This is an optimization exercise on Yosys and OpenROAD, whose aim is small area and a short achievable clock period, not a production implementation. In this exercise RTL edits were held to simulation tests only and were not proved equivalent to the original. Power figures rest on the tool's default switching activity, not on a simulated workload.

job 101:
// rat_round
module rat_round #(parameter WIDTH=32) (
        input clk,
        input rst,
        input [WIDTH-1:0] in_num,
        input [WIDTH-1:0] in_den,
        output wire [WIDTH-1:0] out_num,
        output wire [WIDTH-1:0] out_den,
        output wire rdy
    );
export LEC_CHECK = 0
export ABC_AREA = 1
export CAP_MARGIN = 20
export CORE_MARGIN = 2
export CORE_UTILIZATION = 60
export CTS_BUF_LIST = sky130_fd_sc_hd__clkbuf_16
export CTS_CLUSTER_DIAMETER = 100
export CTS_CLUSTER_SIZE = 22
export GPL_ROUTABILITY_DRIVEN = 0
export PLACE_DENSITY = 0.75
export SLEW_MARGIN = 65
create_clock -name core_clock -period 72.0 [get_ports {clk}]
standard.sh (not shown) runs the stock make flow with config.mk's settings and CLKGATE_MAP_FILE= SYNTH_SCRIPT=/design/flow/synth_recipe.tcl, a recipe that flattens the netlist after the stock synthesis.
==> flow/flow/run.sh <==
#!/bin/bash
# Own layout flow: the standard synthesis and layout (standard.sh), except
# that the input and output ports are buffered with buf_2 cells rather than the
# clkdlybuf4s50 delay buffer that buffer_ports picks by itself.
set -euo pipefail
cd "$(dirname "$(readlink -f "$0")")/.."
bash standard.sh synth > flow_synth.log 2>&1
bash standard.sh "BUFFER_PORTS_ARGS=-buffer_cell sky130_fd_sc_hd__buf_2" finish > flow_layout.log 2>&1
#### Input delta (job 102 over job 101)
--- a/flow/config.mk
+++ b/flow/config.mk
@@ -15,3 +15,3 @@
 export GPL_ROUTABILITY_DRIVEN = 0
-export PLACE_DENSITY = 0.75
-export SLEW_MARGIN = 65
+export PLACE_DENSITY = 0.65
+export SLEW_MARGIN = 70
Findings:
- Having completed the whole flow, job 102 delivered a layout that passed the timing, design-rule and antenna checks.
- For number of nets in the layout, job 102 and job 101 come out practically identical.
- Diff job 101 -> job 102: routed wire length has increased; fraction of synthesized cell area in xor and xnor cells essentially unchanged.
Modified inputs, job 103 compared to job 102
--- a/flow/config.mk
+++ b/flow/config.mk
@@ -15,3 +15,3 @@
 export GPL_ROUTABILITY_DRIVEN = 0
-export PLACE_DENSITY = 0.65
-export SLEW_MARGIN = 70
+export PLACE_DENSITY = 0.85
+export SLEW_MARGIN = 80
==> run summary <==
Standard cell with the maximum stage delay on the critical path = sky130_fd_sc_hd__dfxtp_1: job 102; standard cell with the maximum stage delay on the critical path = sky130_fd_sc_hd__clkdlybuf4s50_1: job 103. Job 103 ended up with out_num[12] as its capture point of the critical path; job 102 ended up with out_num[22]. From job 102 to job 103 the numbers moved as follows: total wirelength of the detailed-routed design picked up an extra 0.37%, final worst hold slack lost 0.0072 ns, final cell count picked up an extra 0.67%, core utilization picked up an extra 2.4 points, combined area of all synthesized cells neither gained nor lost much.
Edits applied to the flow inputs when going from job 103 to job 104:
--- a/flow/config.mk
+++ b/flow/config.mk
@@ -15,3 +15,3 @@
 export GPL_ROUTABILITY_DRIVEN = 0
-export PLACE_DENSITY = 0.85
-export SLEW_MARGIN = 80
+export PLACE_DENSITY = 0.75
+export SLEW_MARGIN = 70
Results
- Compared with job 103, job 104 shows a higher initial antenna violation count.
- As far as synthesized instance count goes, job 104 and job 103 are indistinguishable; the numbers are identical.
- Power in sequential cells: job 103 vs job 104, no meaningful difference
- Looking at cell with the biggest individual delay on the critical path, the sky130_fd_sc_hd__dfxtp_1 result is from job 104; the sky130_fd_sc_hd__clkdlybuf4s50_1 one comes from job 103.
- Wire length after detailed routing came out lower on job 104 than on job 103.
- When the final numbers for job 103 and job 104 were put side by side, the number of inserted diodes turned out to be smaller in job 104.
- Of job 104 and job 103, it is job 104 that has the lower wire length on met1.
- Job 103 and job 104 ended up with nearly the same insertion delay to the later sink of the worst-skew pair.
- [job 104] footprint of the flip-flops and latches fell about 0.9% relative to job 103
- The lower post-layout utilization of the core came out of job 104.
- A top metal layer carrying routed signals of met4 is what job 103 shows, while met5 belongs to job 104.

Another version of the RTL of rat_round (not shown whole).
Size in the first run: about 250 flip-flops, about 130 I/O pins, about 37,000 µm² of cells after synthesis.
Design rat_round, start of the top module:
module rat_round #(parameter WIDTH=32) (
        input clk,
        input rst,
        input [WIDTH-1:0] in_num,
        input [WIDTH-1:0] in_den,
        output wire [WIDTH-1:0] out_num,
        output wire [WIDTH-1:0] out_den,
        output wire rdy
    );
export LEC_CHECK = 0
export ABC_AREA = 1
export CAP_MARGIN = 20
export CORE_MARGIN = 2
export CORE_UTILIZATION = 70
export CTS_BUF_LIST = sky130_fd_sc_hd__clkbuf_16
export CTS_CLUSTER_DIAMETER = 80
export CTS_CLUSTER_SIZE = 16
export GPL_ROUTABILITY_DRIVEN = 0
export PLACE_DENSITY = 0.9
export SLEW_MARGIN = 80
create_clock -name core_clock -period 72.0 [get_ports {clk}]
Scripts as last shown in full above: flow/flow/run.sh
==> next run, changes <==
--- a/flow/config.mk
+++ b/flow/config.mk
@@ -11,4 +11,4 @@
-export CORE_UTILIZATION = 70
-export CTS_BUF_LIST = sky130_fd_sc_hd__clkbuf_16
-export CTS_CLUSTER_DIAMETER = 80
-export CTS_CLUSTER_SIZE = 16
+export CORE_UTILIZATION = 60
+export CTS_BUF_LIST = sky130_fd_sc_hd__clkbuf_8 sky130_fd_sc_hd__clkbuf_16
+export CTS_CLUSTER_DIAMETER = 60
+export CTS_CLUSTER_SIZE = 12
@@ -16 +16 @@
-export PLACE_DENSITY = 0.9
+export PLACE_DENSITY = 0.85
Effect:
- clock-buffer cell count increases by 10
- maximum frequency came out higher by 1.9%
- total power hardly moves
- non-clock buffer count came out lower by 6
- wire length decreases by 6.1%
- sequential cell count is unchanged
- via count decreases by 3.6%
- clock skew decreases by 0.015 ns
- utilization falls by 11 points
- register-to-register slack is better by 0.41 ns

re-timing with driven ports:
No port has a modelled driver above. Below, the same layouts with a new extraction and two added sets of constraints. Step 1 assumes that a clkbuf_16 drives the clock port and a buf_2 every other input. Step 2 times the ports against the registers' clock, not the clock port: input delays grow and output delays shrink by t, the midpoint of the rising clock arrivals with the driver on. Slacks: ideal ports / drivers / drivers and shift; pairs: ideal ports / drivers.
run | shift t [ns] | setup slack, ns | cell pins on the clock port's net
job 101 | 0.581 | 45.482 / 45.420 / 45.729 | 1
job 102 | 0.603 | 45.801 / 45.737 / 45.885 | 1
job 103 | 0.588 | 45.508 / 45.449 / 46.037 | 1
job 104 | 0.580 | 45.903 / 45.840 / 46.420 | 1
the first run of note 2 | 0.625 | 45.729 / 45.745 / 45.120 | 1
the second run of note 2 | 0.633 | 46.215 / 46.252 / 45.619 | 1
After both steps setup and hold are still met in every run listed. The setup slack of the first run of note 2, which loses most, moves by +0.016 ns with the drivers and by -0.609 ns with both steps.
